Context: an optimization exercise on an open-source flow, tuned for small area. The choices shown serve that exercise and are no tape-out recipe.
Function was checked by simulation only, so behaviour that the tests miss may differ from the original.
Power figures rest on the tool's default switching activity, not on a simulated workload.

File: flow/run.sh
#!/bin/bash
# synth_recipe.tcl (not shown) runs the flow's synth.tcl, then flattens the netlist and writes it again
# the make line also repeats each setting of config.mk as NAME=value (left out here)
make -C /OpenROAD-flow-scripts/flow DESIGN_CONFIG=/design/flow/config.mk WORK_HOME=/design/flow/orfs CLKGATE_MAP_FILE= SYNTH_SCRIPT=/design/flow/synth_recipe.tcl finish
File: flow/config.mk
export PLATFORM = sky130hd
export DESIGN_NAME = RegisterFile32Bits
export DESIGN_NICKNAME = RegisterFile32Bits
export VERILOG_FILES = /design/flow/design.v
export SDC_FILE = /design/flow/constraint.sdc
export NUM_CORES = 4
export LEC_CHECK = 0
export CAP_MARGIN = 20
export CORE_MARGIN = 2
export CORE_UTILIZATION = 50
export SLEW_MARGIN = 20
export SYNTH_HIERARCHICAL = 1
export SYNTH_MINIMUM_KEEP_SIZE = 0
File: flow/constraint.sdc
create_clock -name core_clock -period 7.0 [get_ports {clk}]
set_input_delay 1.4000 -clock core_clock [delete_from_list [all_inputs] [get_ports {clk}]]
set_output_delay 1.4000 -clock core_clock [all_outputs]
set_load 0.01 [all_outputs]
File: flow/design.v
module Fiveto32Decoder(Select, Enable, Out);
input [4:0] Select;
input Enable;
output [31:0] Out;
genvar i;
generate
  for (i = 0; i < 32; i = i + 1) begin : g
    assign Out[i] = Enable & (Select == i);
  end
endgenerate
endmodule
module HoldMux (Din, Q, Load, LoadN, D);
input Din, Q, Load, LoadN;
output D;
assign D = (Load & Din) | (LoadN & Q);
endmodule
module Register32bit (Din, Dout, Load, LoadN, clk);
input [31:0] Din;
output reg [31:0] Dout;
input Load, LoadN, clk;
wire [31:0] D;
genvar i;
generate
  for (i = 0; i < 32; i = i + 1) begin : b
    HoldMux m (Din[i], Dout[i], Load, LoadN, D[i]);
  end
endgenerate
always @(posedge clk)
  Dout <= D;
endmodule
module AOI222 (A0, S0, A1, S1, A2, S2, Y);
input A0, S0, A1, S1, A2, S2;
output Y;
assign Y = ~((A0 & S0) | (A1 & S1) | (A2 & S2));
endmodule
module AOI22 (A0, S0, A1, S1, Y);
input A0, S0, A1, S1;
output Y;
assign Y = ~((A0 & S0) | (A1 & S1));
endmodule
module MuxBit (In, Sel, Out);
input [31:0] In;
input [31:0] Sel;
output Out;
wire [10:0] t;
genvar k;
generate
  for (k = 0; k < 10; k = k + 1) begin : g
    AOI222 a (In[3*k], Sel[3*k], In[3*k+1], Sel[3*k+1], In[3*k+2], Sel[3*k+2], t[k]);
  end
endgenerate
AOI22 a10 (In[30], Sel[30], In[31], Sel[31], t[10]);
assign Out = ~&t;
endmodule
module Mux32to1 (Regs, Sel, Regout);
input [1023:0] Regs;
input [31:0] Sel;
output [31:0] Regout;
genvar i, j;
generate
  for (i = 0; i < 32; i = i + 1) begin : b
    wire [31:0] col;
    for (j = 0; j < 32; j = j + 1) begin : r
      assign col[j] = Regs[32*j + i];
    end
    MuxBit m (col, Sel, Regout[i]);
  end
endgenerate
endmodule
module RegisterFile32Bits(DataIn,DataA,DataB,RdAddress1,RdAddress2,WrtAddress,clk,Reset,Wenable);
input[31:0]DataIn;
input clk,Reset,Wenable;
input [4:0]RdAddress1,RdAddress2,WrtAddress;
output [31:0]DataA,DataB;
wire [31:0] Load;
wire [31:0] SelA, SelB;
wire [1023:0] Dout;
reg [31:0] Valid;
Fiveto32Decoder uwr (WrtAddress, Wenable, Load);
always @(posedge clk or posedge Reset)
  if (Reset)
    Valid <= 32'b0;
  else
    Valid <= Valid | Load;
genvar i;
generate
  for (i = 0; i < 32; i = i + 1) begin : r
    Register32bit u (DataIn, Dout[32*i +: 32], Load[i], ~Load[i], clk);
  end
endgenerate
Fiveto32Decoder urd1 (RdAddress1, 1'b1, SelA);
Fiveto32Decoder urd2 (RdAddress2, 1'b1, SelB);
Mux32to1 um1 (Dout, SelA & Valid, DataA);
Mux32to1 um2 (Dout, SelB & Valid, DataB);
endmodule
==> results of run 1 <==
-- per-module statistics from Yosys, one instance, submodules excluded, a selection --
module,times used,cells,cell area [um^2]
AOI22,64,1,12.5
MuxBit,64,4,23.8
HoldMux,1024,1,8.76
Register32bit,32,32,641
RegisterFile32Bits,1,162,1610
Fiveto32Decoder,3,47,234
AOI222,640,1,10.0
-- where the power goes --
group	internal [W]	switching, W
clock	0.00355	0.00254
sequential	0.00722	0.00102
combinational	0.000897	0.000741
total	0.0117	0.00430
-- worst max-delay path, stage by stage --
cell and delay, ns:
clkdlybuf4s50_1 0.61, nand4b_1 0.30, nor2_1 0.06, and2_2 0.54
a222oi_1 0.86, nand4_1 0.48, or3_1 0.51, clkdlybuf4s50_1 0.51
-- how the worst min path moves through the flow --
stage | from | slack (ns) | cells past startpoint | to
after global routing | Valid[15]$_DFF_PP0_ | 0.49 | 1 | Valid[15]$_DFF_PP0_
final | Valid[19]$_DFF_PP0_ | 0.47 | 1 | Valid[19]$_DFF_PP0_
after floorplan | Valid[0]$_DFF_PP0_ | 0.44 | 1 | Valid[0]$_DFF_PP0_
after CTS | Valid[19]$_DFF_PP0_ | 0.48 | 1 | Valid[19]$_DFF_PP0_
after detailed placement | Valid[5]$_DFF_PP0_ | 0.46 | 1 | Valid[5]$_DFF_PP0_
after global placement | Valid[30]$_DFF_PP0_ | 0.46 | 1 | Valid[30]$_DFF_PP0_
-- flip-flops by register name, summed over array words and instances (netlist names) --
name,flops
Valid,32
r.u.Dout,1024
-- cell type report --
| cell class | count | area, um^2 | share of cell area |
|---|---|---|---|
| Inverter | 33 | 124 | 0.00257 |
| Clock buffer | 159 | 3190 | 0.0662 |
| Clock inverter | 39 | 510 | 0.0106 |
| Multi-Input combinational cell | 2228 | 19300 | 0.402 |
| Timing Repair Buffer | 274 | 2340 | 0.0486 |
| Antenna cell | 5 | 12.5 | 0.000260 |
| Tap cell | 1060 | 1330 | 0.0275 |
| Sequential cell | 1056 | 21300 | 0.442 |
-- synth_stat cells (all sizes together) --
| cell | number |
|---|---|
| dfrtp | 32 |
| nand2b | 6 |
| nor2 | 96 |
| or3 | 64 |
| nand4bb | 9 |
| conb | 1 |
| and2 | 64 |
| nand4b | 9 |
| nand3 | 64 |
| a222oi | 640 |
| or4b | 3 |
| nand4 | 131 |
| or2 | 35 |
| a22o | 1024 |
| inv | 33 |
| nand2 | 3 |
| dfxtp | 1024 |
| a22oi | 64 |
| clkbuf | 9 |
-- metrics by stage --
| stage | power, W | instances |
|---|---|---|
| 5_1_grt | 0.0164 | 4849 |
| 4_1_cts | 0.0158 | 4849 |
| 3_3_place_gp | 0.00971 | 4651 |
| 2_1_floorplan | 0.00905 | 3326 |
| 3_5_place_dp | 0.00986 | 4651 |
| 6_report | 0.0160 | 4854 |
-- per-layer routing --
metal | GRT usage | up-vias | wire, um
met3 | 0.197 | 895 | 34000
met2 | 0.638 | 4246 | 80000
met4 | 0.308 | 24 | 16300
met5 | 0 | - | 154
li1 | - | 16000 | -
met1 | 0.597 | 20200 | 72900
-- cell families after synthesis --
logic type | synth area share
and+or+nand+nor | 0.0709
buffers and inverters | 0.00389
DFF | 0.526
other | 0.0000926
AOI/OAI and AO/OA | 0.399
==> flow_summary.yaml, run 1 <==
layout:
  syn_to_final_growth_pct: 18.9
  fin_nets: 3750
  utilization: 0.599
  fillers: 6595
  stdcell_area_um2: 48100
  layout_common_cells: "1024 x a22o_1, 1024 x dfxtp_1, 640 x a222oi_1"
  drive_above_1_share: 0.132
power:
  leakage_nw: 19.3
  max-vdd-ir-drop_mv: 0.255
  cellPowerDensity_nw_per_um2: 332
synth:
  yosys.cell_types.count: 19
  netlist_top_cells_area: "dfxtp_1 51%, a22o_1 22%, a222oi_1 16%"
  ys_seq_elements: 1056
  syn-cell-area_um2: 40500
  yosysWarnings: 8
  syn_inst: 3311
  ys_seq_area_frac: 0.526
  yosys.area.top_type: "dfxtp_1"
  yosysTopAreaCellShare: 0.506
  avgSynthCellArea_um2: 12.2
cts:
  cts_buffer_depth: 3
  h-tree-depth: 3
  root_buffer: "clkbuf_16"
  insertion_delay_ns: 0.68
  path_clk_slew_ns: 0.07
  cts.sinks: 1056
  ctsResizeCount: 0
  tritoncts: "yes"
  cts_buffers: 107
  hold_buffers: 0
  post-cts-setup-buffers: 0
floorplanning:
  coreArea_um2: 80400
  die_h_um: 289
  io_pins: 114
  initial_utilization: 0.504
  fp.dieW_um: 289
  rows: 104
  die-area_um2: 83300
drt:
  dr.pass1.iters: 14
  via_per_inst: 8.53
  vias: 41400
  routed_wirelength_mm: 203
  wire_per_inst_um: 41.9
  drtAntennaViolNets: 0
  drc: 0
  drt_iter0_drc: 10900
sta:
  setup_violations: 0
  fmax_ghz: 0.150
  fin_tns_setup_ns: 0
  min_period_over_period: 0.953
  hold_violations: 0
  hold_ws_ns: 0.473
  final-max-slew-violation-count: 0
  rsz0062_at_grt: "no"
  slew_headroom: 0.166
  final.setup.worst_slack_ns: 0.326
  worstMarginPinSlew_ns: 1.25
  fin_skew_ns: 0
  period_needed_ns: 6.67
placed_design:
  place_congestion: 0.997
  placed_cell_area_um2: 44400
  port_buffers: 113
  pre_cts_slack_ns: 0.575
  dp.final_hpwl_mm: 121
setup_path:
  r2r_end: "Valid[13]$_DFF_PP0_"
  startpoint_type: "input port"
  r2r_start: "Valid[13]$_DFF_PP0_"
  cp-endpoint: "DataA[28]"
  reg2reg_slack_ns: 6.25
  worstSetupStartpoint: "RdAddress1[4]"
  reg2reg_depth: 1
  crit_arrival_ns: 5.27
  crit_type: "input port to output pin"
  required_ns: 5.60
  path_max_fanout: 32
  endpoint_kind: "output pin"
global_route:
  grt-ovfl-total: 0
  grt_pass1_vias: 39400
  antenna_found_initial: 25
  grt_pass1_wl_mm: 284
  track_usage: 0.467
  grt_max_degree: 35
status:
  outcome: "finished clean"
worst_hold_path:
  hold_path.class: "register to register"
run:
  max_cap_violations: 0
==> run 2, diff against run 1 <==
--- a/flow/design.v
+++ b/flow/design.v
@@ -35,10 +35,6 @@
 endmodule
-module AOI22 (A0, S0, A1, S1, Y);
-input A0, S0, A1, S1;
-output Y;
-assign Y = ~((A0 & S0) | (A1 & S1));
-endmodule
-module MuxBit (In, Sel, Out);
-input [31:0] In;
-input [31:0] Sel;
+module MuxBit (In, Sel, T10, Out);
+input [29:0] In;
+input [29:0] Sel;
+input T10;
 output Out;
@@ -51,3 +47,3 @@
 endgenerate
-AOI22 a10 (In[30], Sel[30], In[31], Sel[31], t[10]);
+assign t[10] = T10;
 assign Out = ~&t;
@@ -65,3 +61,3 @@
     end
-    MuxBit m (col, Sel, Regout[i]);
+    MuxBit m (col[29:0], Sel[29:0], ~((col[30] & Sel[30]) | (col[31] & Sel[31])), Regout[i]);
   end
--- a/flow/config.mk
+++ b/flow/config.mk
@@ -7,6 +7,9 @@
 export LEC_CHECK = 0
-export CAP_MARGIN = 20
+export CAP_MARGIN = 0
 export CORE_MARGIN = 2
 export CORE_UTILIZATION = 50
-export SLEW_MARGIN = 20
+export CTS_BUF_LIST = sky130_fd_sc_hd__clkbuf_16
+export CTS_CLUSTER_DIAMETER = 100
+export CTS_CLUSTER_SIZE = 24
+export SLEW_MARGIN = 0
 export SYNTH_HIERARCHICAL = 1
==> flow_summary.yaml, run 2 <==
setup_path:
  reg2reg_depth: 1
  startpoint_type: "input port"
  crit_type: "input port to output pin"
  cp_slowest_cell: "nand4_1"
  crit_path_frequent_cell: "clkdlybuf4s50_1"
  timing.critical_path.slowest_cell_delay_ns: 0.71
  r2r_end: "Valid[4]$_DFF_PP0_"
  required_ns: 5.60
  worstSetupStartpoint: "RdAddress2[1]"
  reg2reg_slack_ns: 6.23
  cp-endpoint: "DataB[30]"
  crit_chain: "clkdlybuf4s50_1, nand2b_1, nor2_1, and2_2, a222oi_1, nand4_1, or3_1, clkdlybuf4s50_1"
  path_max_fanout: 32
  crit_arrival_ns: 5.40
  endpoint_kind: "output pin"
  r2r_start: "Valid[4]$_DFF_PP0_"
sta:
  final-max-slew-violation-count: 0
  worstMarginPinSlew_ns: 1.33
  min_period_over_period: 0.971
  rsz0062_at_grt: "no"
  fin_skew_ns: 0
  hold_ws_ns: 0.482
  period_needed_ns: 6.80
  setup_violations: 0
  fin_tns_setup_ns: 0
  fmax_ghz: 0.147
  slew_headroom: 0.112
  hold_violations: 0
layout:
  drive_above_1_share: 0.0712
  reg_top3: "r.u.Dout (1024), Valid (32)"
  fin_cells: 4662
  syn_to_final_growth_pct: 11.8
  fin_nets: 3635
  regMostFlops: "r.u.Dout"
  layout_common_cells: "1024 x a22o_1, 1024 x dfxtp_1, 640 x a222oi_1"
  largest_reg_flops: 1024
global_route:
  grt-ovfl-total: 0
  grt_use_met1: 0.584
  grt_pass1_vias: 38300
  antenna_found_initial: 14
  grt_max_degree: 35
  use_met3: 0.181
  use_met2: 0.611
  track_usage: 0.450
  top_usage_layer: "met2"
  grt_pass1_wl_mm: 273
synth:
  yosys.area.top_type: "dfxtp_1"
  yosysWarnings: 8
  synth_flop_cell: "dfxtp_1"
  synthArstFlopShare: 0.0303
  ys_seq_elements: 1056
  netlist_top_cells_area: "dfxtp_1 51%, a22o_1 22%, a222oi_1 16%"
  ys_seq_area_frac: 0.529
  syn_inst: 3323
  yosys-top-cells-count: "1024 x a22o_1, 1024 x dfxtp_1, 640 x a222oi_1, 131 x nand4_1, 96 x nor2_1"
  yosys.cell_types.count: 21
  yosysTopAreaCellShare: 0.509
  syn-cell-area_um2: 40300
  synth_edf_count: 0
  avgSynthCellArea_um2: 12.1
drt:
  drc: 0
  vias: 39900
  dr.pass1.iters: 13
  drt_iter0_drc: 9714
  drtAntennaViolNets: 0
  routed_wirelength_mm: 196
  wire_per_inst_um: 42.1
  via_per_inst: 8.56
floorplanning:
  io_pins: 114
  rows: 104
  fp.dieW_um: 288
  coreArea_um2: 80200
  die-area_um2: 82900
  die_h_um: 288
  initial_utilization: 0.503
placed_design:
  port_buffers: 113
  dp.cells: 4594
  dp.final_hpwl_mm: 108
  place_congestion: 0.941
cts:
  hold_buffers: 0
  post-cts-setup-buffers: 0
  tritoncts: "yes"
  ctsResizeCount: 0
  path_clk_slew_ns: 0.10
  cts_buffers: 49
  insertion_delay_ns: 0.67
  cts_buffer_depth: 3
  h-tree-depth: 2
  cts.sinks: 1056
  root_buffer: "clkbuf_16"
power:
  max-vdd-ir-drop_mv: 0.209
  finalPower_w: 0.0131
  switching_share: 0.283
  internal-power_w: 0.00942
  power_frac_comb: 0.123
  p_clk_frac: 0.253
  power_frac_seq: 0.624
  cellPowerDensity_nw_per_um2: 292
  p_sw_w: 0.00371
  leakage_nw: 17.9
run:
  max_cap_violations: 0
worst_hold_path:
  hold_path.class: "register to register"
status:
  outcome: "finished clean"
[run 2: changes by cell type after synthesis, sizes merged]
cell	previous run	this run
buf	0	12
[run 2: per-module statistics from Yosys (local to each module, per instance)]
module	copies in the design	flip-flops and latches	cells
RegisterFile32Bits	1	32	162
Register32bit	32	32	32
Mux32to1	2	0	38
Fiveto32Decoder	3	0	47
MuxBit	64	0	4
AOI222	640	0	1
HoldMux	1024	0	1
[run 2: how the worst min path moves through the flow]
stage                             start                  end  slack [ns]  depth (start not counted)
detailed placement  Valid[14]$_DFF_PP0_  Valid[14]$_DFF_PP0_        0.46                          1
CTS                 Valid[27]$_DFF_PP0_  Valid[27]$_DFF_PP0_        0.48                          1
global route        Valid[15]$_DFF_PP0_  Valid[15]$_DFF_PP0_        0.51                          1
finish              Valid[27]$_DFF_PP0_  Valid[27]$_DFF_PP0_        0.48                          1
floorplan            Valid[0]$_DFF_PP0_   Valid[0]$_DFF_PP0_        0.44                          1
global placement    Valid[17]$_DFF_PP0_  Valid[17]$_DFF_PP0_        0.46                          1
[run 2: critical path: cells and delay by family]
| family | cells | cell delay [ns] |
|---|---|---|
| and+or+nand+nor | 5 | 2.32 |
| AOI/OAI and AO/OA | 1 | 0.51 |
| buffers and inverters | 2 | 1.15 |
[run 2: cells by family after synthesis]
| kind of cell | Yosys count | share of synthesized area |
|---|---|---|
| other | 1 | 0.0000931 |
| flip-flops | 1056 | 0.529 |
| buffers and inverters | 54 | 0.00634 |
| AND/OR/NAND/NOR | 484 | 0.0712 |
| AO/OA/AOI/OAI | 1728 | 0.394 |
[run 2: area by class of cell]
cell class	count	area [um^2]
diodes	9	22.5
clock buffers	51	1280
clock inverters	8	35.0
fillers	6773	35100
inverters	33	124
multi-input cells	2228	19000
flip-flops and latches	1056	21300
well taps	1060	1330
repair buffers	217	1920
[run 2: through the flow]
| stage | utilization | worst slack, ns | instance area [um^2] |
|---|---|---|---|
| after global placement | 0.545 | 0.660 | 43700 |
| after CTS | 0.561 | 0.639 | 45000 |
| after global routing | 0.562 | 0.278 | 45000 |
| after detailed placement | 0.545 | 0.640 | 43700 |
| final | 0.562 | 0.201 | 45000 |
| after floorplan | - | 2.65 | 40300 |
[run 2: per-layer routing]
| metal | vias up | routed length, um |
|---|---|---|
| li1 | 15700 | - |
| met1 | 19500 | 70100 |
| met2 | 3936 | 77600 |
| met3 | 778 | 33500 |
| met4 | 12 | 14700 |
| met5 | - | 72 |
[run 2: power groups by stage]
stage	Clock [W]	Combinational, W	Sequential (W)
global route	0.00349	0.00170	0.00832
CTS	0.00329	0.00156	0.00814
finish	0.00332	0.00161	0.00820
detailed placement	0	0.00155	0.00826
global placement	0	0.00148	0.00818
floorplan	0	0.00103	0.00800
==> run 3, diff against run 2 <==
--- a/flow/design.v
+++ b/flow/design.v
@@ -8,2 +8,13 @@
     assign Out[i] = Enable & (Select == i);
+  end
+endgenerate
+endmodule
+module Fiveto32DecoderMasked(Select, Enable, Out);
+input [4:0] Select;
+input [31:0] Enable;
+output [31:0] Out;
+genvar i;
+generate
+  for (i = 0; i < 32; i = i + 1) begin : g
+    assign Out[i] = Enable[i] & (Select == i);
   end
@@ -86,6 +97,6 @@
 endgenerate
-Fiveto32Decoder urd1 (RdAddress1, 1'b1, SelA);
-Fiveto32Decoder urd2 (RdAddress2, 1'b1, SelB);
-Mux32to1 um1 (Dout, SelA & Valid, DataA);
-Mux32to1 um2 (Dout, SelB & Valid, DataB);
+Fiveto32DecoderMasked urd1 (RdAddress1, Valid, SelA);
+Fiveto32DecoderMasked urd2 (RdAddress2, Valid, SelB);
+Mux32to1 um1 (Dout, SelA, DataA);
+Mux32to1 um2 (Dout, SelB, DataB);
 endmodule
==> flow/flow/run.sh (new file) <==
#!/bin/bash
# The standard layout (the standard.sh), with two changes:
# - port buffers are the smallest buffer instead of the resizer's default choice;
# - clock tree synthesis inserts no dummy loads (registers only feed themselves
#   and the outputs, so there is no register-to-register skew to balance).
set -euo pipefail
CTS="-sink_clustering_enable -repair_clock_nets -dont_use_dummy_load"
CTS="$CTS -sink_clustering_size 24 -sink_clustering_max_diameter 100"
CTS="$CTS -buf_list sky130_fd_sc_hd__clkbuf_16"
bash standard.sh \
  "BUFFER_PORTS_ARGS=-buffer_cell sky130_fd_sc_hd__buf_1" \
  "CTS_ARGS=$CTS" \
  finish > standard.log 2>&1
==> flow/standard.sh (new file) <==
#!/bin/bash
# synth_recipe.tcl (not shown) runs the flow's synth.tcl, then flattens the netlist and writes it again
# the make line also repeats each setting of config.mk as NAME=value (left out here)
make -C /OpenROAD-flow-scripts/flow DESIGN_CONFIG=/design/flow/config.mk WORK_HOME=/design/flow/orfs CLKGATE_MAP_FILE= SYNTH_SCRIPT=/design/flow/synth_recipe.tcl "${@:-finish}"
removed: flow/run.sh
==> flow_summary.yaml, run 3 <==
status:
  outcome: "finished clean"
cts:
  cts_buffers: 49
  h-tree-depth: 2
  tritoncts: "yes"
  ctsResizeCount: 0
  path_clk_slew_ns: 0.10
  insertion_delay_ns: 0.67
  root_buffer: "clkbuf_16"
  cts.sinks: 1056
  post-cts-setup-buffers: 0
  hold_buffers: 0
  cts_buffer_depth: 3
drt:
  vias: 40100
  drt_iter0_drc: 9971
  via_per_inst: 8.75
  routed_wirelength_mm: 191
  dr.pass1.iters: 22
  drtAntennaViolNets: 0
  drc: 0
  wire_per_inst_um: 41.6
setup_path:
  required_ns: 5.60
  endpoint_kind: "output pin"
  crit_type: "input port to output pin"
  r2r_start: "Valid[26]$_DFF_PP0_"
  startpoint_type: "input port"
  crit_arrival_ns: 4.57
  path_max_fanout: 17
  cp_num_buf_inv: 3
  crit_path_frequent_cell: "buf_1"
  worstSetupStartpoint: "RdAddress1[3]"
  crit_chain: "buf_1, nor2_1, and3_1, buf_4, a222oi_1, nand4_1, or3_1, buf_1"
  critPathTopFamily: "simple AND/OR/NAND/NOR gates"
  timing.critical_path.slowest_cell_delay_ns: 0.55
  cp_slowest_cell: "or3_1"
placed_design:
  dp.cells: 4519
  place_congestion: 1.02
  port_buffers: 113
  dp.final_hpwl_mm: 112
  pre_cts_slack_ns: 1.21
sta:
  slew_headroom: 0.0858
  fmax_ghz: 0.167
  final-max-slew-violation-count: 0
  fin_tns_setup_ns: 0
  rsz0062_at_grt: "no"
  hold_violations: 0
  period_needed_ns: 5.97
  final.setup.worst_slack_ns: 1.03
  worstMarginPinSlew_ns: 1.37
  min_period_over_period: 0.853
  fin_skew_ns: 0
  setup_violations: 0
synth:
  syn_inst: 3260
  ys_seq_area_frac: 0.533
  avgSynthCellArea_um2: 12.3
  synth_edf_count: 0
  synth_flop_cell: "dfxtp_1"
  synthArstFlopShare: 0.0303
  syn-cell-area_um2: 40000
  yosys.area.top_type: "dfxtp_1"
  netlist_top_cells_area: "dfxtp_1 51%, a22o_1 22%, a222oi_1 16%"
  yosys.cell_types.count: 27
  yosys-top-cells-count: "1024 x a22o_1, 1024 x dfxtp_1, 640 x a222oi_1, 129 x nand4_1"
  yosysWarnings: 8
  yosysTopAreaCellShare: 0.513
  ys_seq_elements: 1056
floorplanning:
  die_h_um: 287
  initial_utilization: 0.505
  die-area_um2: 82200
  rows: 103
  coreArea_um2: 79100
  fp.dieW_um: 287
  io_pins: 114
layout:
  utilization: 0.556
  regMostFlops: "r.u.Dout"
  syn_to_final_growth_pct: 10.0
  largest_reg_flops: 1024
  fin_cells: 4579
  layout_common_cells: "1024 x a22o_1, 1024 x dfxtp_1, 640 x a222oi_1"
  reg_top3: "r.u.Dout (1024), Valid (32)"
  drive_above_1_share: 0.0708
  fillers: 6686
  fin_nets: 3570
global_route:
  track_usage: 0.438
  grt_pass1_wl_mm: 266
  grt-ovfl-total: 0
  grt_max_degree: 35
  grt_pass1_vias: 37500
  antenna_found_initial: 20
power:
  finalPower_w: 0.0133
  cellPowerDensity_nw_per_um2: 301
  leakage_nw: 17.6
  max-vdd-ir-drop_mv: 0.200
worst_hold_path:
  hp-start: "Valid[22]$_DFF_PP0_"
  hold_path.class: "register to register"
run:
  max_cap_violations: 0
==> run 3: cell types whose count changed in the layout (fill, tap and decap cells not counted), sizes merged, moves of 4 or more <==
cell,delta
and2,-60
clkdlybuf4s50,-112
and3,+66
conb,-16
nand2b,-4
buf,+99
nand4b,-6
nor3b,+6
and3b,+6
nor2,-60
inv,-8
nand4bb,-6
nor2b,+8
clkbuf,+18
==> run 3: logic make-up (layout without fill, tap and decap cells) <==
logic type      after synthesis  in the layout  synth area share
compound gates             1728           1728             0.397
flops                      1056           1056             0.533
simple gates                428            428            0.0649
buf+inv                      48            306           0.00582
other cells                   0             11                 0
==> run 3: layer usage <==
metal	up-vias	global-route usage	part of all wire
li1	15600	-	-
met1	19700	0.544	0.35
met2	3927	0.642	0.42
met3	836	0.155	0.15
met4	14	0.284	0.076
met5	-	0.0157	0.00048
==> run 3: area by class of cell <==
class / count / area [um^2] / share of cell area
antenna: 11 / 27.5 / 0.000626
timing repair buffer: 224 / 1280 / 0.0292
inverter: 33 / 124 / 0.00282
tap: 1050 / 1310 / 0.0299
multi-input combinational: 2156 / 18700 / 0.425
clock buffer: 49 / 1230 / 0.0279
sequential: 1056 / 21300 / 0.484
==> run 3: power by group <==
group          leakage [nW]  total (W)  switching [W]  internal, W
Combinational          8.16    0.00177       0.000889     0.000885
Sequential             8.89    0.00826        0.00105      0.00721
Clock                 0.604    0.00322        0.00197      0.00126
==> run 3: final timing paths <==
check,end,slack [ns],depth (start not counted)
min reg2reg,Valid[22]$_DFF_PP0_,0.48,1
max,DataA[19],1.03,8
min,Valid[22]$_DFF_PP0_,0.48,1
min in group asynchronous,Valid[11]$_DFF_PP0_,0.79,3
max reg2reg,Valid[26]$_DFF_PP0_,6.23,1
max in group asynchronous,Valid[8]$_DFF_PP0_,5.83,3
==> run 3: per-stage QoR <==
step	hold WS [ns]	instance area, um^2
after CTS	0.485	44000
after floorplan	0.436	40000
after global routing	0.495	44000
final	0.484	44000
after detailed placement	0.459	42700
after global placement	0.455	42700
==> run 3: modules after synthesis, one instance, submodules excluded <==
module                 flip-flops and latches  cells  area, um^2
RegisterFile32Bits                         32     97        1120
Register32bit                              32     32         641
Fiveto32DecoderMasked                       0     48         325
Mux32to1                                    0     38         289
Fiveto32Decoder                             0     47         234
MuxBit                                      0      4        23.8
AOI222                                      0      1        10.0
HoldMux                                     0      1        8.76
==> run 4, diff against run 3 <==
--- a/flow/flow/run.sh
+++ b/flow/flow/run.sh
@@ -7,3 +7,3 @@
 CTS="-sink_clustering_enable -repair_clock_nets -dont_use_dummy_load"
-CTS="$CTS -sink_clustering_size 24 -sink_clustering_max_diameter 100"
+CTS="$CTS -sink_clustering_size 28 -sink_clustering_max_diameter 100"
 CTS="$CTS -buf_list sky130_fd_sc_hd__clkbuf_16"
--- a/flow/config.mk
+++ b/flow/config.mk
@@ -12,3 +12,3 @@
 export CTS_CLUSTER_DIAMETER = 100
-export CTS_CLUSTER_SIZE = 24
+export CTS_CLUSTER_SIZE = 28
 export SLEW_MARGIN = 0
==> flow_summary.yaml, run 4 <==
drt:
  dr.pass1.iters: 17
  vias: 39800
  drc: 0
  drtAntennaViolNets: 0
  routed_wirelength_mm: 190
  via_per_inst: 8.70
  drt_iter0_drc: 9701
  wire_per_inst_um: 41.7
worst_hold_path:
  hold_path.class: "register to register"
floorplanning:
  initial_utilization: 0.505
  coreArea_um2: 79100
  fp.dieW_um: 287
  io_pins: 114
  rows: 103
  die_h_um: 287
  die-area_um2: 82200
synth:
  yosys.area.top_type: "dfxtp_1"
  yosysTopAreaCellShare: 0.513
  yosys-top-cells-count: "1024 x a22o_1, 1024 x dfxtp_1, 640 x a222oi_1, 129 x nand4_1"
  synth_flop_cell: "dfxtp_1"
  ys_seq_area_frac: 0.533
  synthArstFlopShare: 0.0303
  yosysWarnings: 8
  yosys.cell_types.count: 27
  syn_inst: 3260
  syn-cell-area_um2: 40000
  ys_seq_elements: 1056
  avgSynthCellArea_um2: 12.3
  synth_edf_count: 0
  netlist_top_cells_area: "dfxtp_1 51%, a22o_1 22%, a222oi_1 16%"
cts:
  hold_buffers: 0
  cts.sinks: 1056
  path_clk_slew_ns: 0.11
  cts_buffers: 43
  ctsResizeCount: 0
  post-cts-setup-buffers: 0
  insertion_delay_ns: 0.65
  tritoncts: "yes"
  root_buffer: "clkbuf_16"
  cts_buffer_depth: 3
  h-tree-depth: 2
power:
  p_clk_frac: 0.232
  max-vdd-ir-drop_mv: 0.193
  finalPower_w: 0.0131
  internal-power_w: 0.00921
  power_frac_seq: 0.632
  switching_share: 0.296
  leakage_nw: 17.6
  cellPowerDensity_nw_per_um2: 298
  p_sw_w: 0.00387
  power_frac_comb: 0.136
layout:
  multiInputGateArea_um2: 18700
  drive_above_1_share: 0.0692
  reg_top3: "r.u.Dout (1024), Valid (32)"
  regMostFlops: "r.u.Dout"
  syn_to_final_growth_pct: 9.64
  regArea_um2: 21300
  fillers: 6710
  fin_cells: 4571
  layout_common_cells: "1024 x a22o_1, 1024 x dfxtp_1, 640 x a222oi_1"
  largest_reg_flops: 1024
  fin_nets: 3564
sta:
  period_needed_ns: 6.02
  rsz0062_at_grt: "no"
  worstMarginPinSlew_ns: 1.35
  fin_tns_setup_ns: 0
  hold_ws_ns: 0.487
  final.setup.worst_slack_ns: 0.981
  slew_headroom: 0.0964
  hold_violations: 0
  fmax_ghz: 0.166
  min_period_over_period: 0.860
  final-max-slew-violation-count: 0
  setup_violations: 0
  fin_skew_ns: 0
global_route:
  antenna_found_initial: 21
  grt_max_degree: 35
  grt_pass1_wl_mm: 266
  grt-ovfl-total: 0
  grt_pass1_vias: 37300
  track_usage: 0.437
placed_design:
  place_congestion: 1.02
  port_buffers: 113
  dp.final_hpwl_mm: 112
  dp.cells: 4519
  pre_cts_slack_ns: 1.21
setup_path:
  endpoint_kind: "output pin"
  startpoint_type: "input port"
  crit_arrival_ns: 4.62
  required_ns: 5.60
  crit_type: "input port to output pin"
  path_max_fanout: 17
status:
  outcome: "finished clean"
run:
  max_cap_violations: 0
-- run 4: cell counts after synthesis --
No cell type changed its count.
-- run 4: power groups by stage --
stage	clock network, W	logic (W)	registers [W]
after global placement	0	0.00162	0.00826
after detailed placement	0	0.00169	0.00832
after floorplan	0	0.00113	0.00800
after CTS	0.00302	0.00170	0.00821
final	0.00304	0.00177	0.00826
after global routing	0.00321	0.00185	0.00838
-- run 4: worst max-delay path: stages --
cell	delay [ns]
buf_1	0.23
and3b_2	0.32
and3_1	0.49
buf_4	0.35
a222oi_1	0.50
nand4_1	0.61
or3_1	0.55
buf_1	0.15
-- run 4: cells by family after synthesis --
logic type      share of synthesized area
simple gates                       0.0649
compound gates                      0.397
flops                               0.533
buf+inv                           0.00582
-- run 4: final cells by class --
cell class	count	area share
diodes	9	0.000514
clock buffers	43	0.0245
inverters	33	0.00283
multi-input cells	2156	0.427
flip-flops and latches	1056	0.486
well taps	1050	0.0300
repair buffers	224	0.0293
-- run 4: path summary, 6_finish.rpt --
check	startpoint	to	slack, ns	cells after the start
setup / recovery	RdAddress2[1]	DataB[8]	0.98	8
hold / removal	Valid[22]$_DFF_PP0_	Valid[22]$_DFF_PP0_	0.49	1
setup reg to reg	Valid[8]$_DFF_PP0_	Valid[8]$_DFF_PP0_	6.22	1
hold reg to reg	Valid[22]$_DFF_PP0_	Valid[22]$_DFF_PP0_	0.49	1
max in group asynchronous	Reset	Valid[7]$_DFF_PP0_	5.82	3
min in group asynchronous	Reset	Valid[11]$_DFF_PP0_	0.81	3
-- run 4: routing by layer --
| layer | up-vias | GRT usage | routed length (um) |
|---|---|---|---|
| li1 | 15600 | - | - |
| met2 | 3811 | 0.642 | 80200 |
| met5 | - | 0.0157 | 167 |
| met3 | 785 | 0.152 | 28600 |
| met1 | 19600 | 0.548 | 67800 |
| met4 | 24 | 0.273 | 13800 |
-- run 4: stage by stage --
step | utilization | area [um^2]
after floorplan | - | 40000
after global placement | 0.540 | 42700
after detailed placement | 0.540 | 42700
after CTS | 0.554 | 43800
after global routing | 0.554 | 43800
final | 0.554 | 43800
-- run 4: modules after synthesis (local to each module, per instance), excerpt --
module | cell area (um^2) | flip-flops and latches
Fiveto32DecoderMasked | 325 | 0
MuxBit | 23.8 | 0
Mux32to1 | 289 | 0
HoldMux | 8.76 | 0
RegisterFile32Bits | 1120 | 32
Fiveto32Decoder | 234 | 0
Register32bit | 641 | 32

-- re-timing with driven ports --
The results above use ideal ports. As a check the final layouts listed here were re-extracted and re-timed, cells and wires unchanged.
Step 1 sets driving cells, clkbuf_16 on the clock port and buf_2 on the other inputs (assumed; they add their load-dependent delay and slew).
Step 2 adds t to the input delays and takes it off the output delays; t is the mean of the earliest and latest rising clock arrival at the registers after step 1. Input paths then give back, and output paths get back, about the clock's delay inside the block.
Three values: ideal ports, drivers, drivers and shift; two values: the first two.
run	shift t [ns]	slack for setup (ns)	clock arrival spread, ns
run 1	0.760	0.326 / 0.297 / 0.297	0.032 / 0.033
run 2	0.734	0.201 / 0.176 / 0.176	0.028 / 0.028
run 3	0.719	1.026 / 0.894 / 0.894	0.046 / 0.046
run 4	0.704	0.981 / 0.845 / 0.845	0.053 / 0.052
After both steps every run listed still meets setup and hold. For run 4, which loses most, drivers alone change the setup slack by -0.136 ns; drivers and shift together by -0.136 ns.
